Source: an optimization exercise on an open RTL-to-GDS flow (aim: small area and a short achievable clock period). Production flows keep margins and buffers that such runs may drop. RTL that was checked went through simulation tests only; none was proved equivalent to the original. The RTL of run 1 was laid out without a check of its function. No driver is modelled on the clock port, so clocking that relies on it looks cheaper here than on a real chip.

==> flow/design.v (outline; a module is shown in full before it is edited, if it fits) <==
// module cordic: 1758 lines
module cordic #(
    parameter data_width = 16,
    parameter iterations = 15
    )(
    input clk,
    input reset_n,
    input logic signed [data_width-1:0] angle,
    input logic signed [data_width-1:0] x_i,
    input logic signed [data_width-1:0] y_i,
    output logic signed [data_width-1:0] cos,
    output logic signed [data_width-1:0] sin,
    input valid_in,
    output logic valid_out
    );
  // ...
==> flow/run.sh <==
#!/bin/bash
# synth_recipe.tcl (not shown) runs the flow's synth.tcl, then flattens the netlist and writes it again
# the make line also repeats each setting of config.mk as NAME=value (left out here)
make -C /OpenROAD-flow-scripts/flow DESIGN_CONFIG=/design/flow/config.mk WORK_HOME=/design/flow/orfs CLKGATE_MAP_FILE= SYNTH_SCRIPT=/design/flow/synth_recipe.tcl finish
==> flow/config.mk <==
export PLATFORM = sky130hd
export DESIGN_NAME = cordic
export DESIGN_NICKNAME = cordic
export VERILOG_FILES = /design/flow/design.v
export SDC_FILE = /design/flow/constraint.sdc
export NUM_CORES = 4
export LEC_CHECK = 0
export ABC_AREA = 1
export CAP_MARGIN = 20
export CORE_MARGIN = 2
export CORE_UTILIZATION = 40
export SETUP_SLACK_MARGIN = 1.5
export SLEW_MARGIN = 20
==> flow/constraint.sdc <==
create_clock -name core_clock -period 4.0 [get_ports {clk}]
set_input_delay 0.8000 -clock core_clock [delete_from_list [all_inputs] [get_ports {clk}]]
set_output_delay 0.8000 -clock core_clock [all_outputs]
set_load 0.01 [all_outputs]
==> flow_summary.ini, run 1 <==
[finish]
sh_seq_area_pct = 28.9
antenna_cells = 1
n_clock_buffer = 89
fillers = 8614
final_cell_area_um2 = 43400

[clock_tree]
clockBufferDepth = 3
cts_buffers = 71
root_buffer = clkbuf_16

[worst_setup_path]
startpoint_type = register
endpoint = y7[15]
cp.required_ns = 4.53
r2r_setup_slack_ns = 1.31

[yosys]
syn_inst = 4526
syn-num-nets = 4948
ys_types = 67

[floorplanning]
dieArea_um2 = 93100

[sta]
clock_skew_ns = 0.0239

[status]
outcome = no timing/DRC/antenna violations

[place]
dpl.cell_count = 5732

[routing]
wl_met3_mm = 2.46
wl_per_cell_um = 13.0

[global_routing]
grt_pass1_vias = 27100
grt.total_usage_pct = 16.4
use_met1_pct = 20.3
top_usage_layer = met2
==> inputs of run 2 (changes only) <==
--- a/flow/design.v
+++ b/flow/design.v
@@ -250,8 +250,8 @@
     assign zn2 = zf2[13:0];
     logic signed [15:0] x2, y2;
     logic [13:0] z2;
-    always_ff @(posedge clk) begin x2 <= xn2; y2 <= yn2; z2 <= zn2; end
     logic sx2;
+    always_ff @(posedge clk) begin x2 <= xn2; y2 <= yn2; z2 <= zn2; end
     always_ff @(posedge clk) sx2 <= ~zn2[13];
     logic [15:0] xo2, yo2;
     logic signed [15:0] ys2, xs2;
@@ -441,8 +441,8 @@
     assign zn3 = zf3[12:0];
     logic signed [15:0] x3, y3;
     logic [12:0] z3;
-    always_ff @(posedge clk) begin x3 <= xn3; y3 <= yn3; z3 <= zn3; end
     logic sx3;
+    always_ff @(posedge clk) begin x3 <= xn3; y3 <= yn3; z3 <= zn3; end
     always_ff @(posedge clk) sx3 <= ~zn3[12];
     logic [15:0] xo3, yo3;
     logic signed [15:0] ys3, xs3;
@@ -620,8 +620,8 @@
     assign zn4 = zf4[11:0];
     logic signed [15:0] x4, y4;
     logic [11:0] z4;
-    always_ff @(posedge clk) begin x4 <= xn4; y4 <= yn4; z4 <= zn4; end
     logic sx4;
+    always_ff @(posedge clk) begin x4 <= xn4; y4 <= yn4; z4 <= zn4; end
     always_ff @(posedge clk) sx4 <= ~zn4[11];
     logic [15:0] xo4, yo4;
     logic signed [15:0] ys4, xs4;
@@ -779,8 +779,8 @@
     assign zn5 = zf5[10:0];
     logic signed [15:0] x5, y5;
     logic [10:0] z5;
-    always_ff @(posedge clk) begin x5 <= xn5; y5 <= yn5; z5 <= zn5; end
     logic sx5;
+    always_ff @(posedge clk) begin x5 <= xn5; y5 <= yn5; z5 <= zn5; end
     always_ff @(posedge clk) sx5 <= ~zn5[10];
     logic [15:0] xo5, yo5;
     logic signed [15:0] ys5, xs5;
@@ -926,8 +926,8 @@
     assign zn6 = zf6[9:0];
     logic signed [15:0] x6, y6;
     logic [9:0] z6;
-    always_ff @(posedge clk) begin x6 <= xn6; y6 <= yn6; z6 <= zn6; end
     logic sx6;
+    always_ff @(posedge clk) begin x6 <= xn6; y6 <= yn6; z6 <= zn6; end
     always_ff @(posedge clk) sx6 <= ~zn6[9];
     logic [15:0] xo6, yo6;
     logic signed [15:0] ys6, xs6;
@@ -1059,8 +1059,8 @@
     assign zn7 = {~z6[8], z6[7:0]};
     logic signed [15:0] x7, y7;
     logic [8:0] z7;
-    always_ff @(posedge clk) begin x7 <= xn7; y7 <= yn7; z7 <= zn7; end
     logic sx7;
+    always_ff @(posedge clk) begin x7 <= xn7; y7 <= yn7; z7 <= zn7; end
     always_ff @(posedge clk) sx7 <= ~zn7[8];
     logic [15:0] xo7, yo7;
     logic signed [15:0] ys7, xs7;
@@ -1188,8 +1188,8 @@
     assign zn8 = {~z7[7], z7[6:0]};
     logic signed [15:0] x8, y8;
     logic [7:0] z8;
-    always_ff @(posedge clk) begin x8 <= xn8; y8 <= yn8; z8 <= zn8; end
     logic sx8;
+    always_ff @(posedge clk) begin x8 <= xn8; y8 <= yn8; z8 <= zn8; end
     always_ff @(posedge clk) sx8 <= ~zn8[7];
     logic [15:0] xo8, yo8;
     logic signed [15:0] ys8, xs8;
@@ -1297,8 +1297,8 @@
     assign zn9 = {~z8[6], z8[5:0]};
     logic signed [15:0] x9, y9;
     logic [6:0] z9;
-    always_ff @(posedge clk) begin x9 <= xn9; y9 <= yn9; z9 <= zn9; end
     logic sx9;
+    always_ff @(posedge clk) begin x9 <= xn9; y9 <= yn9; z9 <= zn9; end
     always_ff @(posedge clk) sx9 <= ~zn9[6];
     logic [15:0] xo9, yo9;
     logic signed [15:0] ys9, xs9;
@@ -1394,8 +1394,8 @@
     assign zn10 = {~z9[5], z9[4:0]};
     logic signed [15:0] x10, y10;
     logic [5:0] z10;
-    always_ff @(posedge clk) begin x10 <= xn10; y10 <= yn10; z10 <= zn10; end
     logic sx10;
+    always_ff @(posedge clk) begin x10 <= xn10; y10 <= yn10; z10 <= zn10; end
     always_ff @(posedge clk) sx10 <= ~zn10[5];
     logic [15:0] xo10, yo10;
     logic signed [15:0] ys10, xs10;
@@ -1479,8 +1479,8 @@
     assign zn11 = {~z10[4], z10[3:0]};
     logic signed [15:0] x11, y11;
     logic [4:0] z11;
-    always_ff @(posedge clk) begin x11 <= xn11; y11 <= yn11; z11 <= zn11; end
     logic sx11;
+    always_ff @(posedge clk) begin x11 <= xn11; y11 <= yn11; z11 <= zn11; end
     always_ff @(posedge clk) sx11 <= ~zn11[4];
     logic [15:0] xo11, yo11;
     logic signed [15:0] ys11, xs11;
@@ -1560,8 +1560,8 @@
     assign zn12 = {~z11[3], z11[2:0]};
     logic signed [15:0] x12, y12;
     logic [3:0] z12;
-    always_ff @(posedge clk) begin x12 <= xn12; y12 <= yn12; z12 <= zn12; end
     logic sx12;
+    always_ff @(posedge clk) begin x12 <= xn12; y12 <= yn12; z12 <= zn12; end
     always_ff @(posedge clk) sx12 <= ~zn12[3];
     logic [15:0] xo12, yo12;
     logic signed [15:0] ys12, xs12;
@@ -1629,8 +1629,8 @@
     assign zn13 = {~z12[2], z12[1:0]};
     logic signed [15:0] x13, y13;
     logic [2:0] z13;
-    always_ff @(posedge clk) begin x13 <= xn13; y13 <= yn13; z13 <= zn13; end
     logic sx13;
+    always_ff @(posedge clk) begin x13 <= xn13; y13 <= yn13; z13 <= zn13; end
     always_ff @(posedge clk) sx13 <= ~zn13[2];
     logic [15:0] xo13, yo13;
     logic signed [15:0] ys13, xs13;
@@ -1694,8 +1694,8 @@
     assign zn14 = {~z13[1], z13[0:0]};
     logic signed [15:0] x14, y14;
     logic [1:0] z14;
-    always_ff @(posedge clk) begin x14 <= xn14; y14 <= yn14; z14 <= zn14; end
     logic sx14;
+    always_ff @(posedge clk) begin x14 <= xn14; y14 <= yn14; z14 <= zn14; end
     always_ff @(posedge clk) sx14 <= ~zn14[1];
     logic [15:0] xo14, yo14;
     logic signed [15:0] ys14, xs14;
==> flow/flow/run.sh (new file) <==
#!/bin/bash
# Standard ORFS layout, except that synthesis does not extract full/half adder cells
# (ADDER_MAP_FILE empty), so ABC maps all arithmetic to plain gates.
set -euo pipefail
bash standard.sh ADDER_MAP_FILE= finish > make_finish.log 2>&1
==> flow/standard.sh (new file) <==
#!/bin/bash
# synth_recipe.tcl (not shown) runs the flow's synth.tcl, then flattens the netlist and writes it again
# the make line also repeats each setting of config.mk as NAME=value (left out here)
make -C /OpenROAD-flow-scripts/flow DESIGN_CONFIG=/design/flow/config.mk WORK_HOME=/design/flow/orfs CLKGATE_MAP_FILE= SYNTH_SCRIPT=/design/flow/synth_recipe.tcl "${@:-finish}"
--- a/flow/config.mk
+++ b/flow/config.mk
@@ -9,5 +9,5 @@
 export CAP_MARGIN = 20
 export CORE_MARGIN = 2
 export CORE_UTILIZATION = 40
-export SETUP_SLACK_MARGIN = 1.5
+export SETUP_SLACK_MARGIN = 2.0
 export SLEW_MARGIN = 20
removed: flow/run.sh
==> run 2 against run 1 <==
  * Worst hold slack worse by 0.014 ns
  * Sequential share of layout area fell by 3.2 points
  * Critical path depth fell by 4
  * Flip-flop and latch count unchanged
  * Synthesized area is 4.6% higher
  * Count of clock-buffer cells in the layout grew 5
  * Synthesized cell count grew 29%
  * Still clean on timing, DRC and antenna
  * Global-route usage is 2.9 points higher
==> flow_summary.ini, run 2 <==
[sta]
max_freq_mhz = 481
fin_crit_ns = 2.08
worst_pin_slew_ns = 0.738
rsz0062_at_grt = true
setup_tns_ns = 0
maxSlewViolCount = 0
clock_skew_ns = 0.0246
fin_crit_sh_pct = 52.0
finalSetupViolations = 0
hold_violations = 0
slew_headroom_pct = 50.7

[yosys]
yosys.area.top_type_share_pct = 31.8
synthTopCellsByCount = 1795 x nand2_1, 833 x inv_1, 603 x dfxtp_1
ys_types = 68
syn_inst = 5821
syn-num-nets = 5872
avgSynthCellArea_um2 = 6.52
synth_ff_type = dfxtp_1
yosysMostFrequentCell = nand2_1
async_flop_share_pct = 2.43
synth_area_um2 = 37900
synth_area_leader_cell = dfxtp_1
synth_seq_area_share_pct = 32.8
yosys-top-cells-area = dfxtp_1 32%, nand2_1 18%, inv_1 8.2%
yosys_warnings = 1
ys_ff_latch = 618
synth_edf_count = 0

[routing]
vias = 36500
dr.pass1.iters = 6
drt_iter0_markers = 1944
wl_per_cell_um = 13.8
wl_mm = 104
ant_nets = 0
drc_errors = 0
vias_per_cell = 4.86

[finish]
final_cell_mix = 1489 x nand2_1, 786 x inv_1, 545 x dfxtp_1
layout_commonest_cell = nand2_1
antenna_cells = 0
nets = 6256
syn2layout_area_growth_pct = 29.1
drive_above_1_share_pct = 24.1
final_cell_area_um2 = 49000

[min_path]
hp-class = reg -> reg

[worst_setup_path]
worst-path-stages = 10
r2r_end = y5[12]
cp_slowest_cell = dfxtp_4
r2r-start = z4[11]
ff2ff_path_depth = 10
worstSetupStartpoint = z4[11]
endpoint = y5[12]
slowest_delay_ns = 0.39
crit_chain = buf_12 -> buf_12 -> xnor2_2 -> xor2_2 -> nor3_4 -> buf_4 -> nand2_2 -> nand3_1 -> nand3_2 -> nand2_2
crit_buf_inv = 3
cp.required_ns = 4.50
crit_type = reg -> reg
path_delay_family = XOR/XNOR gates
worst_ep_arrival_time_ns = 2.58
path_max_fanout = 5
startpoint_type = register
r2r_setup_slack_ns = 1.92
endpoint_kind = register

[clock_tree]
insertion_delay_ns = 0.64
root_buffer = clkbuf_16
path_clk_slew_ns = 0.06
tritoncts = yes
hold_buffers = 0
clockBufferDepth = 3
cts_num_sinks = 618
htreeDepth = 3
cts_buffers = 70

[floorplanning]
dieArea_um2 = 97300
die_w_um = 312
placementRows = 112
die_height_um = 312
io_pins = 84
start_util_pct = 40.5
core_um2 = 93600

[global_routing]
grt_max_degree = 31
grt_overflow = 0
grt_pass1_vias = 33100
antenna_found_initial = 0
grt_pass1_wl_mm = 158
grt.total_usage_pct = 19.4

[place]
place_area_um2 = 40100
io_buffers = 83
routabilityCongestion = 0.900
place_hpwl_mm = 73.8

[flow_run]
drv_cap = 0

[status]
outcome = no timing/DRC/antenna violations
==> run 2: logic make-up (layout without fill, tap and decap cells) <==
kind of cell           count (synthesis)  after routing  synth area share [%]
XOR/XNOR                             531            531                  12.5
AO/OA/AOI/OAI                        553            553                  8.59
AND/OR/NAND/NOR                     3183           3199                  35.8
multiplexers                           2              2                0.0528
flip-flops                           618            618                  32.8
buffers and inverters                934           1357                  10.2
==> run 2: worst register-to-register path: cells and delay by family, from the launching register on <==
family	cells	cell delay [ns]
xor+xnor	2	0.60
buf+inv	3	0.46
flops	1	0.39
simple gates	5	0.50
==> run 2: repair_timing <==
item / in CTS / in global routing
gates cloned: 10 / 21
buffers inserted: 90 / 165
pin swaps: 67 / 289
setup endpoints to repair: 306 / 271
resized for setup: 427 / 938
==> run 2: routing by layer <==
layer / global-route usage (%) / share of wire (%)
met5: 0 / 0
met4: 6.18 / 3.2
met3: 2.60 / 3.2
met2: 35.8 / 51
met1: 23.0 / 42
==> run 2: through the flow <==
| step | cells | setup slack, ns | utilization (%) | hold WS (ns) |
|---|---|---|---|---|
| finish | 7514 | 1.92 | 52.3 | 0.307 |
| global route | 7514 | 1.85 | 52.3 | 0.312 |
| CTS | 7328 | 1.98 | 47.3 | 0.310 |
| detailed placement | 7101 | 0.751 | 42.8 | 0.312 |
| global placement | 7101 | 0.778 | 42.8 | 0.311 |
| floorplan | 5821 | 1.90 | - | 0.310 |
==> run 2: worst min-delay path by stage <==
| stage | startpoint | endpoint | slack [ns] | cells after the start |
|---|---|---|---|---|
| floorplan | z9[1] | z10[1] | 0.31 | 0 |
| global placement | z11[2] | z12[2] | 0.31 | 0 |
| detailed placement | z10[2] | z11[2] | 0.31 | 0 |
| CTS | z6[6] | z7[6] | 0.31 | 0 |
| global route | z6[2] | z7[2] | 0.31 | 0 |
| finish | z6[2] | z7[2] | 0.31 | 0 |
==> run 2: cell type report <==
cell class,instances,area [um^2]
Clock buffer,94,1950
Clock inverter,33,430
Fill cell,9114,44600
Inverter,858,3350
Multi-Input combinational cell,4285,25600
Sequential cell,618,12600
Tap cell,1254,1570
Timing Repair Buffer,369,3410
Timing Repair inverter,3,21.3
==> inputs of run 3 (changes only) <==
--- a/flow/config.mk
+++ b/flow/config.mk
@@ -9,5 +9,7 @@
 export CAP_MARGIN = 20
 export CORE_MARGIN = 2
 export CORE_UTILIZATION = 40
-export SETUP_SLACK_MARGIN = 2.0
+export CTS_BUF_LIST = sky130_fd_sc_hd__clkbuf_4
+export CTS_CLUSTER_SIZE = 20
+export SETUP_SLACK_MARGIN = 1.8
 export SLEW_MARGIN = 20
==> run 3 against run 2 <==
  * Still clean
  * Routed wire length down 9.4%
  * Cell count fell by 0.57%
  * First-iteration DRC count decreased by 9.6%
  * Via count decreased by 3.7%
  * Critical endpoint is now valid_out
==> flow_summary.ini, run 3 <==
[finish]
final_cell_area_um2 = 43400
syn2layout_area_growth_pct = 14.4
layout_commonest_cell = nand2_1
nets = 6143
fillers = 9911
final_cell_mix = 1760 x nand2_1, 824 x inv_1, 560 x dfxtp_1
drive_above_1_share_pct = 11.9
stdcell_count = 7471

[clock_tree]
hold_buffers = 0
tritoncts = yes
cts_buffers = 169
root_buffer = clkbuf_4
htreeDepth = 4
path_clk_slew_ns = 0.06
clockBufferDepth = 3
cts_num_sinks = 618
insertion_delay_ns = 1.07

[floorplanning]
start_util_pct = 40.5
die_height_um = 312
die_w_um = 312
core_um2 = 93600
dieArea_um2 = 97300
placementRows = 112
io_pins = 84

[worst_setup_path]
crit_type = reg -> out
endpoint = valid_out
crit_chain = buf_2
worst_ep_arrival_time_ns = 1.53
endpoint_kind = primary output
worst-path-stages = 1
worstSetupStartpoint = vp[14]
path_delay_family = flip-flops
cp_slowest_cell = dfrtp_1
startpoint_type = register
r2r_end = y7[12]
slowest_delay_ns = 0.36
crit_buf_inv = 1
cp.required_ns = 3.20
r2r_setup_slack_ns = 1.85
ff2ff_path_depth = 13
r2r-start = z6[9]
path_max_fanout = 1

[sta]
whs_ns = 0.145
rsz0062_at_grt = true
clock_skew_ns = 0.0854
setup_tns_ns = 0
worst_pin_slew_ns = 0.767
hold_violations = 0
fin_crit_ns = 2.33
slew_headroom_pct = 48.9
fin_ws_ns = 1.67
maxSlewViolCount = 0
max_freq_mhz = 429
fin_crit_sh_pct = 58.3
finalSetupViolations = 0

[place]
place_hpwl_mm = 73.4
pre_cts_slack_ns = 0.739
io_buffers = 83
place_area_um2 = 39800
dpl.cell_count = 7101
routabilityCongestion = 0.920

[status]
outcome = no timing/DRC/antenna violations

[global_routing]
use_met1_pct = 22.1
top_usage_layer = met2
grt.total_usage_pct = 19.0
grt_util_met3_pct = 3.17
grt_overflow = 0
grt_pass1_vias = 33300
grt_pass1_wl_mm = 155
use_met2_pct = 34.6
antenna_found_initial = 2
grt_max_degree = 37

[routing]
drc_errors = 0
vias = 35200
wl_per_cell_um = 12.6
vias_per_cell = 4.71
ant_nets = 0
dr.pass1.iters = 6
wl_mm = 94.2
drt_iter0_markers = 1757

[yosys]
synth_area_um2 = 37900
syn_inst = 5821
synth_edf_count = 0
ys_ff_latch = 618
synth_area_leader_cell = dfxtp_1
ys_types = 68
yosys-top-cells-area = dfxtp_1 32%, nand2_1 18%, inv_1 8.2%
yosys_warnings = 1
yosys.area.top_type_share_pct = 31.8
async_flop_share_pct = 2.43
syn-num-nets = 5872
yosysMostFrequentCell = nand2_1
synth_seq_area_share_pct = 32.8
avgSynthCellArea_um2 = 6.52
synth_ff_type = dfxtp_1
synthTopCellsByCount = 1795 x nand2_1, 833 x inv_1, 603 x dfxtp_1

[min_path]
hp-class = in -> async

[flow_run]
drv_cap = 0
## run 3: cell counts after synthesis
No cell type changed its count.
## run 3: final cells by class
cell class / instances / area, um^2 / share of cell area [%]
flip-flops and latches: 618 / 12500 / 28.9
clock inverters: 64 / 392 / 0.903
repair inverters: 1 / 7.51 / 0.0173
diodes: 6 / 15.0 / 0.0346
multi-input cells: 4273 / 22300 / 51.4
repair buffers: 171 / 1600 / 3.68
well taps: 1254 / 1570 / 3.62
clock buffers: 226 / 1700 / 3.91
inverters: 858 / 3280 / 7.55
## run 3: routing by layer
| metal | vias up | wire (um) |
|---|---|---|
| met1 | 15600 | 41300 |
| met2 | 583 | 46500 |
| met5 | - | 0 |
| li1 | 18800 | - |
| met3 | 199 | 3260 |
| met4 | 0 | 3160 |
## run 3: stage by stage
stage          util [%]
3_5_place_dp       42.6
3_3_place_gp       42.6
5_1_grt            46.3
2_1_floorplan         -
4_1_cts            44.8
6_report           46.4
## run 3: what timing repair did
action,CTS,global route
resized for setup,186,239
gates cloned,2,5
setup buffers,4,63
pin swaps,1,29
setup endpoints to repair,142,232
## run 3: how the worst min path moves through the flow
| stage | to | from | slack (ns) | cells after the start |
|---|---|---|---|---|
| 4_1_cts | vp[2] | reset_n | 0.02 | 1 |
| 5_1_grt | vp[1] | reset_n | 0.10 | 1 |
| 3_5_place_dp | z11[3] | z10[3] | 0.31 | 0 |
| 2_1_floorplan | z10[1] | z9[1] | 0.31 | 0 |
| 3_3_place_gp | z7[2] | z6[2] | 0.31 | 0 |
| 6_report | vp[2] | reset_n | 0.15 | 1 |
## run 3: worst reg2reg max path: cells and delay by family, from the launching register on
family,cells,cell delay (ns)
simple gates,6,0.75
buf+inv,4,0.58
xor+xnor,1,0.12
compound gates,2,0.31
flops,1,0.31
## run 3: logic make-up after synthesis
| kind of cell | after synthesis | synth area share [%] |
|---|---|---|
| and+or+nand+nor | 3183 | 35.8 |
| AOI/OAI and AO/OA | 553 | 8.59 |
| xor gates and xnor gates | 531 | 12.5 |
| DFF | 618 | 32.8 |
| buffers and inverters | 934 | 10.2 |
| muxes | 2 | 0.0528 |
==> inputs of run 4 (changes only) <==
==> flow/flow/run.sh (replaced) <==
#!/bin/bash
# Standard ORFS layout with two changes: synthesis does not extract full/half adder cells
# (ADDER_MAP_FILE empty), so ABC maps all arithmetic to plain gates; and clock tree
# synthesis inserts no dummy loads.
set -euo pipefail
bash standard.sh ADDER_MAP_FILE= \
  "CTS_ARGS=-sink_clustering_enable -repair_clock_nets -dont_use_dummy_load" \
  finish > make_finish.log 2>&1
--- a/flow/config.mk
+++ b/flow/config.mk
@@ -9,7 +9,5 @@
 export CAP_MARGIN = 20
 export CORE_MARGIN = 2
 export CORE_UTILIZATION = 40
-export CTS_BUF_LIST = sky130_fd_sc_hd__clkbuf_4
-export CTS_CLUSTER_SIZE = 20
-export SETUP_SLACK_MARGIN = 1.8
+export SETUP_SLACK_MARGIN = 1.9
 export SLEW_MARGIN = 20
==> run 4 against run 3 <==
  * Non-clock buffer count grew 77
  * Clock skew shrank 0.020 ns
  * Critical path depth grew 10
  * Fmax grew 7.2%
  * Sequential share of layout area shrank 1.1 points
  * Via count shrank 0.58%
==> flow_summary.ini, run 4 <==
[status]
outcome = no timing/DRC/antenna violations

[finish]
nets = 6129
drive_above_1_share_pct = 14.3
layout_commonest_cell = nand2_1
final_cell_mix = 1654 x nand2_1, 805 x inv_1, 564 x dfxtp_1
syn2layout_area_growth_pct = 18.8
fillers = 9608
antenna_cells = 0

[global_routing]
grt.total_usage_pct = 18.7
grt_max_degree = 37
grt_pass1_wl_mm = 153
grt_overflow = 0
grt_pass1_vias = 32400
antenna_found_initial = 2

[worst_setup_path]
endpoint_kind = register
crit_type = reg -> reg
cp.required_ns = 4.47
path_max_fanout = 4
worst_ep_arrival_time_ns = 2.65
slowest_delay_ns = 0.37
startpoint_type = register
cpMostUsedCell = buf_12
cp_slowest_cell = dfxtp_4
crit_chain = buf_12 -> clkinvlp_4 -> buf_12 -> nand2_1 -> a21o_1 -> a21boi_1 -> nand2_4 -> buf_4 -> a21oi_1 -> o21ai_0 -> xnor2_1

[yosys]
synthTopCellsByCount = 1795 x nand2_1, 833 x inv_1, 603 x dfxtp_1
yosys.area.top_type_share_pct = 31.8
synth_edf_count = 0
syn-num-nets = 5872
syn_inst = 5821
ys_types = 68
ys_ff_latch = 618
synth_area_um2 = 37900
synth_ff_type = dfxtp_1
async_flop_share_pct = 2.43
synth_area_leader_cell = dfxtp_1
avgSynthCellArea_um2 = 6.52
synth_seq_area_share_pct = 32.8
yosys_warnings = 1
yosysMostFrequentCell = nand2_1
yosys-top-cells-area = dfxtp_1 32%, nand2_1 18%, inv_1 8.2%

[place]
pre_cts_slack_ns = 0.757
io_buffers = 83
routabilityCongestion = 0.947
place_hpwl_mm = 73.1

[routing]
dr.pass1.iters = 6
vias_per_cell = 4.77
vias = 35000
drc_errors = 0
wl_mm = 95.3
ant_nets = 0
wl_per_cell_um = 13.0
drt_iter0_markers = 1695

[floorplanning]
placementRows = 112
core_um2 = 93600
dieArea_um2 = 97300
start_util_pct = 40.5
die_height_um = 312
die_w_um = 312
io_pins = 84

[sta]
fin_crit_ns = 2.18
clock_skew_ns = 0.0653
fin_crit_sh_pct = 54.4
hold_violations = 0
finalSetupViolations = 0
maxSlewViolCount = 0
slew_headroom_pct = 50.4
fin_ws_ns = 1.82
max_freq_mhz = 460
rsz0062_at_grt = true
setup_tns_ns = 0
worst_pin_slew_ns = 0.742

[clock_tree]
insertion_delay_ns = 0.61
root_buffer = clkbuf_16
cts_buffers = 71
clockBufferDepth = 3
htreeDepth = 3
tritoncts = yes
cts_num_sinks = 618
path_clk_slew_ns = 0.06

[flow_run]
drv_cap = 0

[min_path]
hp-class = reg -> reg
==> run 4: cell types whose count changed in the layout (fill, tap and decap cells not counted), moves of 23 or more <==
cell | before | now
clkdlybuf4s50_1 | 50 | 19
nand2_4 | 38 | 63
dlygate4sd2_1 | 0 | 51
clkbuf_16 | 2 | 74
nand2_2 | 54 | 139
nand3_1 | 534 | 511
nor2_2 | 46 | 84
clkinv_1 | 35 | 0
buf_4 | 68 | 133
clkbuf_4 | 226 | 1
nor2_1 | 477 | 419
nand2_1 | 1760 | 1654
==> run 4: logic make-up after synthesis <==
| kind of cell | Yosys count | synth area share [%] |
|---|---|---|
| buffers and inverters | 934 | 10.2 |
| DFF | 618 | 32.8 |
| xor gates and xnor gates | 531 | 12.5 |
| muxes | 2 | 0.0528 |
| AOI/OAI and AO/OA | 553 | 8.59 |
| and+or+nand+nor | 3183 | 35.8 |
==> run 4: stage by stage <==
stage          cells  utilization, %  hold slack [ns]  cell area (um^2)
2_1_floorplan   5821               -            0.310             38000
3_3_place_gp    7100            42.6            0.310             39900
3_5_place_dp    7100            42.6            0.315             39900
4_1_cts         7222            45.7            0.296             42800
5_1_grt         7330            48.1            0.281             45100
6_report        7330            48.1            0.292             45100
==> run 4: critical path, delay by kind of cell, from the launching register on <==
family	cells	cell delay, ns
compound gates	4	0.84
buf+inv	4	0.53
flops	1	0.37
simple gates	2	0.17
xor+xnor	1	0.16
==> run 4: layout make-up <==
class	instances	area [um^2]	area share, %
Multi-Input combinational cell	4280	23600	52.3
Sequential cell	618	12500	27.8
Tap cell	1254	1570	3.48
Timing Repair Buffer	248	2290	5.08
Timing Repair inverter	1	5.00	0.0111
Inverter	858	3330	7.38
Clock buffer	71	1780	3.94
==> run 4: path summary, 6_finish.rpt <==
check / end / depth (start not counted) / slack (ns) / from
setup / recovery: y6[7] / 11 / 1.82 / z5[10]
hold / removal: z10[4] / 0 / 0.29 / z9[4]
setup reg to reg: y6[7] / 11 / 1.82 / z5[10]
hold reg to reg: z10[4] / 0 / 0.29 / z9[4]
max in group asynchronous: vp[9] / 1 / 3.00 / reset_n
min in group asynchronous: vp[7] / 1 / 0.58 / reset_n
==> run 4: repair_timing <==
action | CTS | global route
cloned | 5 | 10
hold buffers | 0 | 0
buffers inserted | 46 | 98
resized for setup | 309 | 414
endpoints found under the setup margin | 252 | 215
pin swaps | 38 | 95
==> run 4: per-layer routing <==
| layer | up-vias | global-route usage, % | wire, um |
|---|---|---|---|
| met3 | 207 | 2.63 | 3270 |
| met2 | 573 | 33.8 | 46800 |
| met1 | 15500 | 22.3 | 41500 |
| met4 | 2 | 7.04 | 3700 |
| li1 | 18700 | - | - |
| met5 | - | 0 | 15 |
==> inputs of run 5 (changes only) <==
==> flow/flow/run.sh (replaced) <==
#!/bin/bash
# Standard ORFS layout with three changes: synthesis does not extract full/half adder cells
# (ADDER_MAP_FILE empty), so ABC maps all arithmetic to plain gates; every port still gets
# its own buffer, but a sky130_fd_sc_hd__buf_2 rather than the delay cell the default picks;
# and clock tree synthesis inserts no dummy loads.
set -euo pipefail
bash standard.sh ADDER_MAP_FILE= \
  "BUFFER_PORTS_ARGS=-buffer_cell sky130_fd_sc_hd__buf_2" \
  "CTS_ARGS=-sink_clustering_enable -repair_clock_nets -dont_use_dummy_load" \
  finish > make_finish.log 2>&1
--- a/flow/config.mk
+++ b/flow/config.mk
@@ -9,5 +9,5 @@
 export CAP_MARGIN = 20
 export CORE_MARGIN = 2
 export CORE_UTILIZATION = 40
-export SETUP_SLACK_MARGIN = 1.9
+export SETUP_SLACK_MARGIN = 2.0
 export SLEW_MARGIN = 20
==> run 5 against run 4 <==
  * Cell area rose by 2.0%
  * Core utilization up 0.97 points
==> flow_summary.ini, run 5 <==
[sta]
maxSlewViolCount = 0
fin_crit_sh_pct = 51.5
setup_tns_ns = 0
clock_skew_ns = 0.0757
rsz0062_at_grt = true
fin_ws_ns = 1.94
finalSetupViolations = 0
fin_crit_ns = 2.06
slew_headroom_pct = 57.3
hold_violations = 0
worst_pin_slew_ns = 0.639
max_freq_mhz = 485

[place]
place_hpwl_mm = 72.1
place_area_um2 = 39700
dpl.cell_count = 7097
routabilityCongestion = 0.933
pre_cts_slack_ns = 1.23
io_buffers = 83

[global_routing]
grt.total_usage_pct = 18.6
grt_pass1_vias = 32000
antenna_found_initial = 0
grt_max_degree = 27
grt_pass1_wl_mm = 152
grt_overflow = 0

[yosys]
yosys_warnings = 1
synth_seq_area_share_pct = 32.8
avgSynthCellArea_um2 = 6.52
synth_area_um2 = 37900
synthTopCellsByCount = 1795 x nand2_1, 833 x inv_1, 603 x dfxtp_1
ys_types = 68
synth_area_leader_cell = dfxtp_1
synth_ff_type = dfxtp_1
yosys.area.top_type_share_pct = 31.8
syn-num-nets = 5872
syn_inst = 5821
yosysMostFrequentCell = nand2_1
ys_ff_latch = 618
async_flop_share_pct = 2.43
yosys-top-cells-area = dfxtp_1 32%, nand2_1 18%, inv_1 8.2%
synth_edf_count = 0

[worst_setup_path]
slowest_delay_ns = 0.37
crit_type = reg -> reg
startpoint_type = register
cp_slowest_cell = dfxtp_4
cpMostUsedCell = buf_4
worst_ep_arrival_time_ns = 2.60
path_max_fanout = 5
cp.required_ns = 4.54
crit_chain = buf_8 -> clkinvlp_4 -> buf_6 -> nand2_2 -> nand2_4 -> nor2_4 -> buf_4 -> buf_4 -> buf_4 -> buf_4 -> buf_4 -> buf_4 -> buf_4 -> nand3_1 -> nand3_2 -> nand2_1
endpoint_kind = register

[clock_tree]
root_buffer = clkbuf_16
path_clk_slew_ns = 0.06
hold_buffers = 0
cts_buffers = 70
cts_num_sinks = 618
tritoncts = yes
clockBufferDepth = 3
htreeDepth = 3
insertion_delay_ns = 0.62

[finish]
finish.utilization_pct = 49.1
nets = 6161
antenna_cells = 0
final_cell_mix = 1604 x nand2_1, 795 x inv_1, 541 x dfxtp_1
final_cell_area_um2 = 46000
drive_above_1_share_pct = 19.0
syn2layout_area_growth_pct = 21.1
layout_commonest_cell = nand2_1
stdcell_count = 7362

[routing]
ant_nets = 0
dr.pass1.iters = 7
wl_per_cell_um = 13.2
drc_errors = 0
vias = 35400
vias_per_cell = 4.81
drt_iter0_markers = 2050
wl_mm = 97.4

[floorplanning]
dieArea_um2 = 97300
die_height_um = 312
placementRows = 112
start_util_pct = 40.5
core_um2 = 93600
die_w_um = 312
io_pins = 84

[status]
outcome = no timing/DRC/antenna violations

[min_path]
hp-class = in -> async

[flow_run]
drv_cap = 0
run 5: worst paths after layout:
kind,startpoint,cells after the start,slack (ns),end
setup / recovery,z5[10],16,1.94,y6[11]
hold / removal,reset_n,1,0.07,vp[13]
hold reg to reg,z6[6],0,0.25,z7[6]
min in group core_clock,z6[6],0,0.25,z7[6]
setup reg to reg,z5[10],16,1.94,y6[11]
max in group asynchronous,reset_n,1,3.69,vp[10]
run 5: worst max-delay path: cells and delay by family (launching register included):
| kind | cells | cell delay, ns |
|---|---|---|
| flip-flops | 1 | 0.37 |
| AND/OR/NAND/NOR | 6 | 0.44 |
| buffers and inverters | 10 | 1.22 |
run 5: through the flow:
step	hold WS, ns
2_1_floorplan	0.310
3_3_place_gp	0.310
3_5_place_dp	0.312
4_1_cts	0.0365
5_1_grt	0.0592
6_report	0.0682
run 5: metal layers:
layer  wire length [um]  GRT usage, %  vias up
met5                  0             0        -
met4               2890          5.28        0
met3               3100          2.55      176
met2              48700          33.8      588
met1              42700          22.7    16000
li1                   -             -    18700
run 5: final cells by class:
| class | instances | area, um^2 |
|---|---|---|
| Fill cell | 9380 | 47600 |
| Multi-Input combinational cell | 4283 | 24400 |
| Sequential cell | 618 | 12600 |
| Inverter | 858 | 3330 |
| Timing Repair Buffer | 278 | 2350 |
| Clock buffer | 70 | 1750 |
| Tap cell | 1254 | 1570 |
| Timing Repair inverter | 1 | 7.51 |
run 5: timing repair:
item                                    in CTS  in global routing
endpoints found under the setup margin     269                245
buffers inserted                            44                130
pin swaps                                   29                203
resized for setup                          151                665
cloned                                       5                 16
run 5: logic make-up after synthesis:
kind of cell,Yosys count,share of synthesized area [%]
AO/OA/AOI/OAI,553,8.59
buffers and inverters,934,10.2
XOR/XNOR,531,12.5
multiplexers,2,0.0528
AND/OR/NAND/NOR,3183,35.8
flip-flops,618,32.8
==> inputs of run 6 (changes only) <==
--- a/flow/config.mk
+++ b/flow/config.mk
@@ -9,5 +9,5 @@
 export CAP_MARGIN = 20
 export CORE_MARGIN = 2
 export CORE_UTILIZATION = 40
-export SETUP_SLACK_MARGIN = 2.0
+export SETUP_SLACK_MARGIN = 1.8
 export SLEW_MARGIN = 20
==> run 6 against run 5 <==
  * Die area did not move
  * Routed wire length fell by 5.0%
  * Still clean
  * Largest cell class unchanged
  * Register-to-register slack barely moved
  * Critical endpoint is now x1[12]
  * Flip-flop and latch count did not move
==> flow_summary.ini, run 6 <==
[status]
outcome = no timing/DRC/antenna violations

[sta]
fin_crit_ns = 2.09
setup_tns_ns = 0
max_freq_mhz = 478
worst_pin_slew_ns = 0.720
finalSetupViolations = 0
fin_crit_sh_pct = 52.3
maxSlewViolCount = 0
fin_ws_ns = 1.91
clock_skew_ns = 0.0825
whs_ns = 0.0697
hold_violations = 0
slew_headroom_pct = 52.0
rsz0062_at_grt = true

[yosys]
synth_area_um2 = 37900
syn_inst = 5821
syn-num-nets = 5872
yosys-top-cells-area = dfxtp_1 32%, nand2_1 18%, inv_1 8.2%
yosys_warnings = 1
synth_area_leader_cell = dfxtp_1
synth_edf_count = 0
avgSynthCellArea_um2 = 6.52
async_flop_share_pct = 2.43
ys_types = 68
yosysMostFrequentCell = nand2_1
synth_ff_type = dfxtp_1
synthTopCellsByCount = 1795 x nand2_1, 833 x inv_1, 603 x dfxtp_1
yosys.area.top_type_share_pct = 31.8
synth_seq_area_share_pct = 32.8
ys_ff_latch = 618

[clock_tree]
cts_num_sinks = 618
insertion_delay_ns = 0.63
hold_buffers = 0
htreeDepth = 3
tritoncts = yes
path_clk_slew_ns = 0.06
root_buffer = clkbuf_16
clockBufferDepth = 3
cts_buffers = 69

[routing]
vias = 34400
wl_per_cell_um = 12.8
drc_errors = 0
vias_per_cell = 4.75
drt_iter0_markers = 1776
ant_nets = 0
dr.pass1.iters = 5
wl_mm = 92.5

[finish]
drive_above_1_share_pct = 9.47
syn2layout_area_growth_pct = 11.8
stdcell_count = 7242
final_cell_area_um2 = 42400
nets = 6040
layout_commonest_cell = nand2_1
final_cell_mix = 1770 x nand2_1, 821 x inv_1, 577 x dfxtp_1

[global_routing]
grt_pass1_vias = 31800
antenna_found_initial = 2
grt_pass1_wl_mm = 151
grt_max_degree = 37
grt.total_usage_pct = 18.5
grt_overflow = 0

[worst_setup_path]
crit_chain = buf_2 -> inv_1 -> nand2_1 -> nand2_4 -> inv_2 -> nand2_1 -> nand2_1 -> inv_1 -> nand2_1 -> nor3_1 -> nand3_1 -> nand3_1 -> nand2_1 -> nand3_1 -> nand3_1
crit_type = in -> reg
startpoint_type = input pin
path_max_fanout = 8
ff2ff_path_depth = 13
cp.required_ns = 4.47
cpMostUsedCell = nand2_1
cp_slowest_cell = nor3_1
endpoint_kind = register
slowest_delay_ns = 0.23
worst_ep_arrival_time_ns = 2.56

[place]
routabilityCongestion = 0.943
place_area_um2 = 39400
io_buffers = 83
place_hpwl_mm = 73.1
dpl.cell_count = 7095
pre_cts_slack_ns = 0.999

[floorplanning]
dieArea_um2 = 97300
core_um2 = 93600
io_pins = 84
start_util_pct = 40.5
placementRows = 112
die_height_um = 312
die_w_um = 312

[min_path]
hp-class = in -> async

[flow_run]
drv_cap = 0
-- run 6: kinds of logic (layout without fill, tap and decap cells) --
| kind of cell | count (synthesis) | count (layout) | synth area share [%] |
|---|---|---|---|
| AOI/OAI and AO/OA | 553 | 553 | 8.59 |
| other | 0 | 1 | 0 |
| xor gates and xnor gates | 531 | 531 | 12.5 |
| buffers and inverters | 934 | 1096 | 10.2 |
| muxes | 2 | 2 | 0.0528 |
| and+or+nand+nor | 3183 | 3187 | 35.8 |
| DFF | 618 | 618 | 32.8 |
-- run 6: cell type report --
type	instances	area [um^2]
repair buffers	168	1170
clock buffers	69	1730
well taps	1254	1570
diodes	1	2.50
inverters	858	3280
flip-flops and latches	618	12500
fillers	9759	51200
repair inverters	1	7.51
multi-input cells	4273	22100
-- run 6: timing repair --
| action | CTS | global route |
|---|---|---|
| cloned | 2 | 5 |
| setup buffers | 0 | 70 |
| pin swaps | 1 | 19 |
| resized for setup | 47 | 172 |
| setup endpoints to repair | 155 | 216 |
-- run 6: final timing paths --
path                               from     end  slack (ns)
max in group asynchronous       reset_n  vp[11]        3.70
worst min register to register    z7[1]   z8[1]        0.25
worst min-delay path            reset_n   vp[4]        0.07
min in group core_clock           z7[1]   z8[1]        0.25
worst max register to register      sx4  x5[15]        1.94
worst max-delay path             y_i[8]  x1[12]        1.91
-- run 6: through the flow --
stage | util [%]
finish | 45.3
global route | 45.3
CTS | 44.1
detailed placement | 42.1
global placement | 42.1
floorplan | -
-- run 6: worst max-delay path, delay by kind of cell --
| kind | cells | cell delay [ns] |
|---|---|---|
| buffers and inverters | 4 | 0.37 |
| and+or+nand+nor | 11 | 1.39 |
-- run 6: metal layers --
layer / global-route usage [%] / wire length [um] / vias to the layer above
met5: 0 / 0 / -
met2: 33.7 / 45500 / 525
met1: 22.0 / 40800 / 15200
met3: 2.22 / 2770 / 181
li1: - / - / 18400
met4: 7.27 / 3420 / 0
==> inputs of run 7 (changes only) <==
--- a/flow/config.mk
+++ b/flow/config.mk
@@ -8,6 +8,6 @@
 export ABC_AREA = 1
 export CAP_MARGIN = 20
 export CORE_MARGIN = 2
-export CORE_UTILIZATION = 40
-export SETUP_SLACK_MARGIN = 1.8
+export CORE_UTILIZATION = 55
+export SETUP_SLACK_MARGIN = 1.7
 export SLEW_MARGIN = 20
==> run 7 against run 6 <==
  * Via count unchanged
  * Still clean on timing, DRC and antenna
  * Register-to-register slack worse by 0.11 ns
  * Critical path depth down 4
  * Routed wire length down 0.57%
  * Worst hold slack better by 0.024 ns
  * Flip-flop and latch count unchanged
  * Setup slack worse by 0.078 ns
  * Count of clock-buffer cells in the layout unchanged
==> flow_summary.ini, run 7 <==
[status]
outcome = no timing/DRC/antenna violations

[global_routing]
grt_max_degree = 32
grt_overflow = 0
grt_pass1_vias = 31800
grt.total_usage_pct = 25.6
grt_pass1_wl_mm = 150
antenna_found_initial = 0

[routing]
vias_per_cell = 5.03
wl_mm = 91.9
drc_errors = 0
dr.pass1.iters = 7
ant_nets = 0
drt_iter0_markers = 1609
vias = 34400
wl_per_cell_um = 13.4

[worst_setup_path]
r2r_setup_slack_ns = 1.83
path_max_fanout = 8
crit_type = reg -> reg
r2r-start = z2[13]
endpoint = y3[13]
r2r_end = y3[13]
worstSetupStartpoint = z2[13]
startpoint_type = register
cp.required_ns = 4.47
worst_ep_arrival_time_ns = 2.64
endpoint_kind = register
ff2ff_path_depth = 11

[floorplanning]
dieArea_um2 = 71100
core_um2 = 68500
placementRows = 96
die_w_um = 267
die_height_um = 267
io_pins = 84
start_util_pct = 55.4

[place]
dpl.cell_count = 6725
place_area_um2 = 38900
routabilityCongestion = 0.969
pre_cts_slack_ns = 1.19
place_hpwl_mm = 72.2
io_buffers = 83

[sta]
max_freq_mhz = 461
whs_ns = 0.0941
fin_crit_sh_pct = 54.2
slew_headroom_pct = 47.2
fin_crit_ns = 2.17
finalSetupViolations = 0
fin_ws_ns = 1.83
setup_tns_ns = 0
maxSlewViolCount = 0
rsz0062_at_grt = true
clock_skew_ns = 0.0654
worst_pin_slew_ns = 0.790
hold_violations = 0

[yosys]
synthTopCellsByCount = 1795 x nand2_1, 833 x inv_1, 603 x dfxtp_1
ys_types = 68
synth_area_leader_cell = dfxtp_1
syn-num-nets = 5872
synth_area_um2 = 37900
yosys_warnings = 1
yosysMostFrequentCell = nand2_1
syn_inst = 5821
synth_ff_type = dfxtp_1
yosys.area.top_type_share_pct = 31.8
avgSynthCellArea_um2 = 6.52
synth_seq_area_share_pct = 32.8
ys_ff_latch = 618
synth_edf_count = 0
async_flop_share_pct = 2.43
yosys-top-cells-area = dfxtp_1 32%, nand2_1 18%, inv_1 8.2%

[min_path]
hp-class = in -> async

[finish]
final_cell_area_um2 = 41400
antenna_cells = 0
nets = 6012
finish.utilization_pct = 60.5
syn2layout_area_growth_pct = 9.16
drive_above_1_share_pct = 8.09
final_cell_mix = 1783 x nand2_1, 825 x inv_1, 585 x dfxtp_1
layout_commonest_cell = nand2_1
stdcell_count = 6841

[flow_run]
drv_cap = 0

[clock_tree]
insertion_delay_ns = 0.61
cts_num_sinks = 618
cts_buffers = 69
clockBufferDepth = 3
path_clk_slew_ns = 0.06
tritoncts = yes
root_buffer = clkbuf_16
htreeDepth = 3
-- run 7: cell counts after synthesis --
Identical to the previous run, type by type.
-- run 7: final cells by class --
| cell class | instances | area (um^2) |
|---|---|---|
| flip-flops and latches | 618 | 12500 |
| repair buffers | 141 | 895 |
| inverters | 858 | 3260 |
| multi-input cells | 4273 | 21900 |
| fillers | 6775 | 27100 |
| clock buffers | 69 | 1730 |
| well taps | 882 | 1100 |
-- run 7: cells by family after synthesis --
family / Yosys count / synth area share (%)
xor+xnor: 531 / 12.5
mux: 2 / 0.0528
simple gates: 3183 / 35.8
flops: 618 / 32.8
compound gates: 553 / 8.59
buf+inv: 934 / 10.2
-- run 7: metal layers --
layer  track usage, %  vias to the layer above  share of wire, %
li1                 -                    18400                 -
met1             30.7                    15300                44
met5                0                        -                 0
met3             2.68                      191               3.4
met2             46.6                      553                49
met4             10.0                        0               3.9
-- run 7: timing repair --
item / 4_1_cts / 5_1_grt
gates cloned: 1 / 4
gates resized for setup: 27 / 100
hold buffers: 0 / 0
pin swaps: 0 / 8
buffers inserted: 2 / 40
endpoints found under the setup margin: 103 / 174
-- run 7: how the worst min path moves through the flow --
stage / endpoint / slack, ns / depth (start not counted)
floorplan: z10[1] / 0.31 / 0
CTS: vp[8] / 0.06 / 1
finish: vp[8] / 0.09 / 1
global route: vp[8] / 0.1 / 1
global placement: z10[1] / 0.31 / 0
detailed placement: z10[2] / 0.31 / 0
-- run 7: worst max-delay path: stages (launching register included) --
cell     delay (ns)
dfxtp_4        0.47
buf_4          0.23
buf_4          0.13
xnor2_1        0.07
or2_2          0.30
o21ai_1        0.24
nand2_1        0.08
nand2_1        0.10
a21oi_2        0.11
nand2_4        0.11
xnor2_1        0.15
inv_1          0.06
==> inputs of run 8 (changes only) <==
==> flow/flow/run.sh (replaced) <==
#!/bin/bash
# Standard ORFS layout with three changes: synthesis does not extract full/half adder cells
# (ADDER_MAP_FILE empty), so ABC maps all arithmetic to plain gates; every port still gets
# its own buffer, but a sky130_fd_sc_hd__buf_2 rather than the delay cell the default picks;
# and clock tree synthesis inserts no dummy loads and uses the settings in flow/cts_args.
set -euo pipefail
CTS_EXTRA=$(cat flow/cts_args)
bash standard.sh ADDER_MAP_FILE= \
  "BUFFER_PORTS_ARGS=-buffer_cell sky130_fd_sc_hd__buf_2" \
  "CTS_ARGS=-sink_clustering_enable -repair_clock_nets -dont_use_dummy_load $CTS_EXTRA" \
  finish > make_finish.log 2>&1
==> flow/flow/cts_args (new file) <==
-buf_list sky130_fd_sc_hd__clkbuf_8
--- a/flow/config.mk
+++ b/flow/config.mk
@@ -8,6 +8,6 @@
 export ABC_AREA = 1
 export CAP_MARGIN = 20
 export CORE_MARGIN = 2
-export CORE_UTILIZATION = 55
-export SETUP_SLACK_MARGIN = 1.7
+export CORE_UTILIZATION = 40
+export SETUP_SLACK_MARGIN = 1.8
 export SLEW_MARGIN = 20
==> run 8 against run 7 <==
  * Still clean
  * Setup slack improved by 0.092 ns
  * Via count rose by 0.37%
  * Cell count rose by 6.2%
  * Worst hold slack improved by 0.11 ns
  * Die area grew 37%
  * Core utilization is 16 points lower
  * Routed wire length is 0.48% higher
  * First-iteration DRC count is 5.3% higher
==> flow_summary.ini, run 8 <==
[routing]
drt_iter0_markers = 1695
drc_errors = 0
ant_nets = 0
vias_per_cell = 4.75
wl_mm = 92.4
wl_per_cell_um = 12.7
dr.pass1.iters = 6
vias = 34500

[yosys]
async_flop_share_pct = 2.43
syn-num-nets = 5872
yosys_warnings = 1
yosys.area.top_type_share_pct = 31.8
synth_area_um2 = 37900
syn_inst = 5821
yosysMostFrequentCell = nand2_1
synth_area_leader_cell = dfxtp_1
ys_ff_latch = 618
synth_top_family_by_area = simple AND/OR/NAND/NOR gates
synth_fa_ha_area_share_pct = 0
synth_compound_area_share_pct = 8.59
synth-simple-area-share_pct = 35.8
synth-xor-area-share_pct = 12.5
synth_mux_area_share_pct = 0.0528
yosys-top-cells-area = dfxtp_1 32%, nand2_1 18%, inv_1 8.2%
synth_seq_area_share_pct = 32.8
synth_edf_count = 0
synthTopCellsByCount = 1795 x nand2_1, 833 x inv_1, 603 x dfxtp_1
synth_ff_type = dfxtp_1
ys_types = 68
avgSynthCellArea_um2 = 6.52

[clock_tree]
tritoncts = yes
root_buffer = clkbuf_8
cts_buffers = 102
insertion_delay_ns = 0.74
path_clk_slew_ns = 0.06
cts_num_sinks = 618
clockBufferDepth = 3
htreeDepth = 3

[floorplanning]
die_w_um = 312
start_util_pct = 40.5
io_pins = 84
placementRows = 112
core_um2 = 93600
die_height_um = 312
dieArea_um2 = 97300

[finish]
regArea_um2 = 12500
syn2layout_area_growth_pct = 10.6
finish.utilization_pct = 44.8
drive_above_1_share_pct = 9.55
nets = 6065
multi_input_area_um2 = 22100
fillers = 9854
layout_commonest_cell = nand2_1
final_cell_mix = 1774 x nand2_1, 822 x inv_1, 578 x dfxtp_1

[sta]
worst_pin_slew_ns = 0.671
rsz0062_at_grt = true
slew_headroom_pct = 55.3
max_freq_mhz = 481
hold_violations = 0
fin_crit_sh_pct = 52.0
finalSetupViolations = 0
clock_skew_ns = 0.0810
maxSlewViolCount = 0
fin_crit_ns = 2.08
setup_tns_ns = 0

[worst_setup_path]
r2r-start = sx5
startpoint_type = input pin
worst_ep_arrival_time_ns = 2.63
worstSetupStartpoint = y_i[8]
path_max_fanout = 8
ff2ff_path_depth = 14
endpoint_kind = register
cp.required_ns = 4.55
r2r_end = x6[10]
crit_type = in -> reg
r2r_setup_slack_ns = 1.92
endpoint = x1[12]

[global_routing]
grt_max_degree = 37
grt_pass1_wl_mm = 151
antenna_found_initial = 3
grt.total_usage_pct = 18.5
grt_pass1_vias = 31900
grt_overflow = 0

[place]
routabilityCongestion = 0.943
place_hpwl_mm = 73.1
io_buffers = 83

[min_path]
hp-class = in -> reg

[flow_run]
drv_cap = 0

[status]
outcome = no timing/DRC/antenna violations
-- run 8: how the worst min path moves through the flow --
stage               startpoint  endpoint  slack, ns  cells past startpoint
floorplan                z9[1]    z10[1]       0.31                      0
global placement        z10[3]    z11[3]       0.31                      0
detailed placement       z8[2]     z9[2]       0.31                      0
CTS                   valid_in     vp[0]       0.12                      1
global route          valid_in     vp[0]       0.12                      1
finish                valid_in     vp[0]       0.20                      1
-- run 8: kinds of logic after synthesis --
kind of cell / after synthesis
and+or+nand+nor: 3183
buffers and inverters: 934
DFF: 618
AOI/OAI and AO/OA: 553
xor gates and xnor gates: 531
muxes: 2
-- run 8: routing by layer --
| metal | wire, um | track usage (%) | vias up |
|---|---|---|---|
| li1 | - | - | 18500 |
| met1 | 40800 | 21.8 | 15300 |
| met2 | 45300 | 33.5 | 555 |
| met3 | 3040 | 2.57 | 183 |
| met4 | 3220 | 7.27 | 0 |
| met5 | 0 | 0 | - |
-- run 8: per-stage QoR --
stage	hold WS (ns)	setup slack, ns	instances	cell area (um^2)
2_1_floorplan	0.310	1.81	5821	37900
3_3_place_gp	0.310	1.01	7095	39400
3_5_place_dp	0.312	0.999	7095	39400
4_1_cts	0.116	1.70	7200	40900
5_1_grt	0.124	1.77	7267	42000
6_report	0.199	1.92	7268	42000
-- run 8: layout make-up --
class	instances	share of cell area, %
antenna	2	0.0119
clock buffer	102	3.35
inverter	858	7.80
multi-input combinational	4273	52.6
sequential	618	29.8
tap	1254	3.74
timing repair buffer	160	2.67
timing repair inverter	1	0.0119
-- run 8: what timing repair did --
action	CTS	global route
pin swaps	1	18
setup endpoints to repair	156	214
hold buffers	1	0
cloned	2	5
buffers inserted	0	61
endpoints found under the hold margin	15	0
gates resized for setup	41	150
-- run 8: worst max-delay path: stages --
cell and delay, ns:
buf_2 0.12, inv_1 0.07, nand2_1 0.13, nand2_2 0.21, inv_2 0.11, nand2_1 0.16, nand2_1 0.12, inv_1 0.09
nand2_1 0.10, nor3_1 0.26, nand3_1 0.15, nand3_1 0.10, nand2_1 0.05, nand3_1 0.07, nand3_1 0.08
==> inputs of run 9 (changes only) <==
==> flow/flow/cts_args (replaced) <==
-sink_clustering_size 30 -sink_clustering_max_diameter 120
==> run 9 against run 8 <==
  * Still clean
  * Synthesized cell count is the same
  * Worst hold slack lost 0.15 ns
  * Setup slack got worse by 0.024 ns
  * Via count down 0.94%
  * Sequential share of layout area grew 0.48 points
  * Cell count is 0.96% lower
  * Largest cell class unchanged
==> flow_summary.ini, run 9 <==
[global_routing]
grt.total_usage_pct = 18.0
grt_max_degree = 37
antenna_found_initial = 2
grt_pass1_wl_mm = 149
grt_pass1_vias = 31300
grt_overflow = 0

[yosys]
synthTopCellsByCount = 1795 x nand2_1, 833 x inv_1, 603 x dfxtp_1
synth-xor-area-share_pct = 12.5
ys_types = 68
syn_inst = 5821
avgSynthCellArea_um2 = 6.52
syn-num-nets = 5872
synth_mux_area_share_pct = 0.0528
yosys.area.top_type_share_pct = 31.8
synth_top_family_by_area = simple AND/OR/NAND/NOR gates
synth_area_leader_cell = dfxtp_1
synth_ff_type = dfxtp_1
synth_area_um2 = 37900
synth_seq_area_share_pct = 32.8
synth_fa_ha_area_share_pct = 0
synth_edf_count = 0
synth-simple-area-share_pct = 35.8
async_flop_share_pct = 2.43
yosysMostFrequentCell = nand2_1
yosys-top-cells-area = dfxtp_1 32%, nand2_1 18%, inv_1 8.2%
yosys_warnings = 1
synth_compound_area_share_pct = 8.59
ys_ff_latch = 618

[floorplanning]
die_w_um = 312
start_util_pct = 40.5
dieArea_um2 = 97300
io_pins = 84
placementRows = 112
core_um2 = 93600
die_height_um = 312

[routing]
wl_mm = 91.3
wl_per_cell_um = 12.7
drc_errors = 0
ant_nets = 0
drt_iter0_markers = 1805
vias_per_cell = 4.75
vias = 34200
dr.pass1.iters = 6

[worst_setup_path]
path_max_fanout = 7
startpoint_type = register
worst_ep_arrival_time_ns = 2.56
cp_slowest_cell = dfxtp_4
crit_type = reg -> reg
cp.required_ns = 4.46
slowest_delay_ns = 0.40
endpoint_kind = register
crit_chain = buf_4 -> buf_4 -> xnor2_2 -> or2_1 -> nand2_1 -> inv_1 -> a31oi_4 -> nand2_4 -> xnor2_1 -> inv_1
ff2ff_path_depth = 10

[clock_tree]
insertion_delay_ns = 0.62
path_clk_slew_ns = 0.11
cts_buffers = 24
hold_buffers = 0
htreeDepth = 1
cts_num_sinks = 618
clockBufferDepth = 3
tritoncts = yes
root_buffer = clkbuf_16

[sta]
fin_ws_ns = 1.90
setup_tns_ns = 0
clock_skew_ns = 0.0691
rsz0062_at_grt = true
slew_headroom_pct = 55.9
hold_violations = 0
fin_crit_sh_pct = 52.5
max_freq_mhz = 476
fin_crit_ns = 2.10
worst_pin_slew_ns = 0.661
finalSetupViolations = 0
maxSlewViolCount = 0

[flow_run]
drv_cap = 0

[finish]
final_cell_mix = 1773 x nand2_1, 822 x inv_1, 570 x dfxtp_1
syn2layout_area_growth_pct = 9.02
nets = 5996
layout_commonest_cell = nand2_1
drive_above_1_share_pct = 8.82
finish.utilization_pct = 44.2
stdcell_count = 7198

[status]
outcome = no timing/DRC/antenna violations

[min_path]
hp-class = in -> async

[place]
place_hpwl_mm = 73.1
routabilityCongestion = 0.943
dpl.cell_count = 7095
io_buffers = 83
pre_cts_slack_ns = 0.999
==> run 9: kinds of logic after synthesis <==
logic type | count (synthesis)
buf+inv | 934
simple gates | 3183
xor+xnor | 531
mux | 2
flops | 618
compound gates | 553
==> run 9: critical path, delay by kind of cell (launching register included) <==
family                 cells  cell delay, ns
AND/OR/NAND/NOR            3            0.49
XOR/XNOR                   2            0.28
flip-flops                 1            0.40
AO/OA/AOI/OAI              1            0.31
buffers and inverters      4            0.51
==> run 9: through the flow <==
stage	instance area [um^2]	hold WS, ns
after CTS	40100	0.0224
final	41400	0.0538
after floorplan	37900	0.310
after detailed placement	39400	0.312
after global placement	39400	0.310
after global routing	41400	0.0455
==> run 9: what timing repair did <==
action,CTS,global route
buffers inserted,1,69
gates resized for setup,42,179
pin swaps,1,23
gates cloned,2,6
setup endpoints to repair,161,215
==> run 9: path summary, 6_finish.rpt <==
check / from / to / slack [ns]
hold reg to reg: z7[4] / z8[4] / 0.28
min in group core_clock: z7[4] / z8[4] / 0.28
max in group asynchronous: reset_n / vp[10] / 3.71
setup / recovery: z3[12] / y4[12] / 1.90
setup reg to reg: z3[12] / y4[12] / 1.90
hold / removal: reset_n / vp[4] / 0.05
==> run 9: cell type report <==
type	count	area [um^2]
inverter	858	3280
timing repair buffer	168	1200
sequential	618	12500
antenna	1	2.50
clock buffer	24	601
multi-input combinational	4274	22200
tap	1254	1570
fill	9867	52200
timing repair inverter	1	7.51
==> run 9: routing by layer <==
metal,wire (um),vias to the layer above,track usage [%],part of all wire (%)
li1,-,18300,-,-
met1,41000,15200,22.0,45
met5,0,-,0,0
met2,45000,484,33.4,49
met4,3050,0,5.77,3.3
met3,2240,141,1.32,2.5
==> inputs of run 10 (changes only) <==
==> flow/flow/cts_args (replaced) <==
-sink_clustering_size 24 -sink_clustering_max_diameter 100
==> run 10 against run 9 <==
  * Global-route usage rose by 0.13 points
  * Setup slack worse by 0.038 ns
  * Sequential share of layout area down 0.26 points
  * Synthesized cell count did not move
  * Die area unchanged
  * Clock skew grew 0.011 ns
  * Register-to-register slack is essentially flat
  * Via count up 0.24%
==> flow_summary.ini, run 10 <==
[global_routing]
grt_overflow = 0
grt_max_degree = 37
grt_pass1_vias = 31500
grt.total_usage_pct = 18.1
grt_pass1_wl_mm = 149
antenna_found_initial = 2

[clock_tree]
cts_num_sinks = 618
insertion_delay_ns = 0.68
tritoncts = yes
clockBufferDepth = 3
root_buffer = clkbuf_16
cts_buffers = 31
htreeDepth = 1
path_clk_slew_ns = 0.09

[worst_setup_path]
cp.required_ns = 4.47
crit_type = in -> reg
crit_chain = buf_2 -> inv_1 -> nand2_1 -> nand2_2 -> inv_1 -> nand2_1 -> nor2_1 -> nand3_1 -> nand2_1 -> nand2_1 -> nand3_1 -> nand2_1 -> inv_1 -> nand2_1
endpoint_kind = register
cp_slowest_cell = nor2_1
slowest_delay_ns = 0.39
cpMostUsedCell = nand2_1
path_max_fanout = 11
startpoint_type = input pin
r2r_setup_slack_ns = 1.91
worst_ep_arrival_time_ns = 2.61

[finish]
drive_above_1_share_pct = 9.23
nets = 6014
syn2layout_area_growth_pct = 9.92
final_cell_area_um2 = 41700
fillers = 9835
final_cell_mix = 1771 x nand2_1, 821 x inv_1, 574 x dfxtp_1
layout_commonest_cell = nand2_1

[routing]
drc_errors = 0
vias_per_cell = 4.75
ant_nets = 0
wl_per_cell_um = 12.8
wl_mm = 92.0
vias = 34300
drt_iter0_markers = 1696
dr.pass1.iters = 7

[yosys]
synth_area_um2 = 37900
yosys_warnings = 1
async_flop_share_pct = 2.43
syn-num-nets = 5872
avgSynthCellArea_um2 = 6.52
ys_types = 68
yosysMostFrequentCell = nand2_1
syn_inst = 5821
synth_area_leader_cell = dfxtp_1
yosys-top-cells-area = dfxtp_1 32%, nand2_1 18%, inv_1 8.2%
ys_ff_latch = 618
yosys.area.top_type_share_pct = 31.8
synth_ff_type = dfxtp_1
synth_seq_area_share_pct = 32.8
synth_edf_count = 0
synthTopCellsByCount = 1795 x nand2_1, 833 x inv_1, 603 x dfxtp_1

[status]
outcome = no timing/DRC/antenna violations

[sta]
maxSlewViolCount = 0
fin_crit_ns = 2.14
worst_pin_slew_ns = 0.674
hold_violations = 0
finalSetupViolations = 0
rsz0062_at_grt = false
max_freq_mhz = 467
clock_skew_ns = 0.0801
whs_ns = 0.243
slew_headroom_pct = 55.1
setup_tns_ns = 0
fin_crit_sh_pct = 53.5

[floorplanning]
core_um2 = 93600
die_w_um = 312
io_pins = 84
placementRows = 112
die_height_um = 312
dieArea_um2 = 97300
start_util_pct = 40.5

[place]
place_hpwl_mm = 73.1
place_area_um2 = 39400
routabilityCongestion = 0.943
io_buffers = 83

[min_path]
hp-class = in -> reg

[flow_run]
drv_cap = 0
run 10: cell types whose count changed in the layout (fill, tap and decap cells not counted), sizes merged:
cell | previous run | this run
inv | 849 | 850
dlygate4sd3 | 0 | 1
buf | 165 | 174
clkbuf | 27 | 36
nand2 | 1863 | 1862
clkinv | 2 | 1
run 10: final cells by class:
class,instances,area (um^2),area share [%]
Antenna cell,1,2.50,0.00600
Tap cell,1254,1570,3.76
Sequential cell,618,12500,30.0
Inverter,858,3280,7.85
Clock buffer,31,776,1.86
Timing Repair Buffer,180,1330,3.19
Multi-Input combinational cell,4273,22200,53.3
Timing Repair inverter,1,5.00,0.0120
run 10: stage by stage:
step / std cells / setup WS, ns / utilization [%]
after floorplan: 5821 / 1.81 / -
after detailed placement: 7095 / 0.999 / 42.1
after global placement: 7095 / 1.01 / 42.1
after CTS: 7130 / 1.81 / 43.1
final: 7216 / 1.86 / 44.6
after global routing: 7215 / 1.71 / 44.5
run 10: repair_timing:
item	CTS	global route
pin swaps	1	27
setup endpoints to repair	162	209
buffers inserted	1	78
hold buffers	1	0
hold endpoints to repair	7	0
cloned	2	7
resized for setup	47	185
run 10: path summary, 6_finish.rpt:
path,cells after the start,end,startpoint
max,14,x1[15],x_i[10]
min,1,vp[0],valid_in
max reg2reg,10,y4[12],z3[12]
min reg2reg,0,z9[3],z8[3]
max in group asynchronous,2,vp[8],reset_n
min in group asynchronous,2,vp[2],reset_n
run 10: kinds of logic after synthesis:
family | share of synthesized area, %
AND/OR/NAND/NOR | 35.8
buffers and inverters | 10.2
flip-flops | 32.8
AO/OA/AOI/OAI | 8.59
XOR/XNOR | 12.5
multiplexers | 0.0528
run 10: worst max-delay path, delay by kind of cell:
family	cells	cell delay (ns)
buffers and inverters	4	0.43
and+or+nand+nor	10	1.37
run 10: layer usage:
metal	wire length (um)	GRT usage (%)	up-vias
li1	-	-	18400
met1	41000	22.0	15200
met2	45200	33.4	506
met3	2470	1.61	166
met4	3320	6.24	0
met5	0	0	-

==> port drivers added, routing unchanged <==
How much do the figures lean on ideal ports? The routed layouts below were timed once more, with nothing changed but the port constraints.
Step 1 (the two cells are an assumption about what drives the block):
set clk [get_ports {clk}]
set_driving_cell -lib_cell sky130_fd_sc_hd__clkbuf_16 $clk
set_driving_cell -lib_cell sky130_fd_sc_hd__buf_2 [delete_from_list [all_inputs] $clk]
Step 2 moves the port delays by t, midway between the first and last clock arrival at a register: inputs arrive t later, outputs are due t later. That takes back most of the time a late clock gives input paths.
a / b / c = no drivers / after step 1 / after step 2; a / b = the first two.
| run | t, ns | setup slack, ns | clock arrival spread, ns | cell pins on the clock port's net |
|---|---|---|---|---|
| run 1 | 0.661 | 1.309 / 1.309 / 0.912 | 0.028 / 0.028 | 1 |
| run 2 | 0.694 | 1.919 / 1.919 / 1.395 | 0.032 / 0.032 | 1 |
| run 3 | 1.085 | 1.668 / 1.604 / 0.856 | 0.096 / 0.096 | 1 |
| run 4 | 0.643 | 1.824 / 1.824 / 1.318 | 0.066 / 0.065 | 1 |
| run 5 | 0.652 | 1.940 / 1.940 / 1.405 | 0.079 / 0.079 | 1 |
| run 6 | 0.656 | 1.908 / 1.944 / 1.290 | 0.085 / 0.086 | 1 |
| run 7 | 0.643 | 1.830 / 1.830 / 1.242 | 0.073 / 0.073 | 1 |
| run 8 | 0.746 | 1.922 / 1.924 / 1.209 | 0.099 / 0.098 | 1 |
| run 9 | 0.651 | 1.898 / 1.898 / 1.285 | 0.069 / 0.070 | 1 |
| run 10 | 0.691 | 1.860 / 1.902 / 1.211 | 0.104 / 0.104 | 1 |
After both steps setup and hold are still met in every run listed. The setup slack of run 3, which loses most, moves by -0.064 ns with the drivers and by -0.812 ns with both steps.
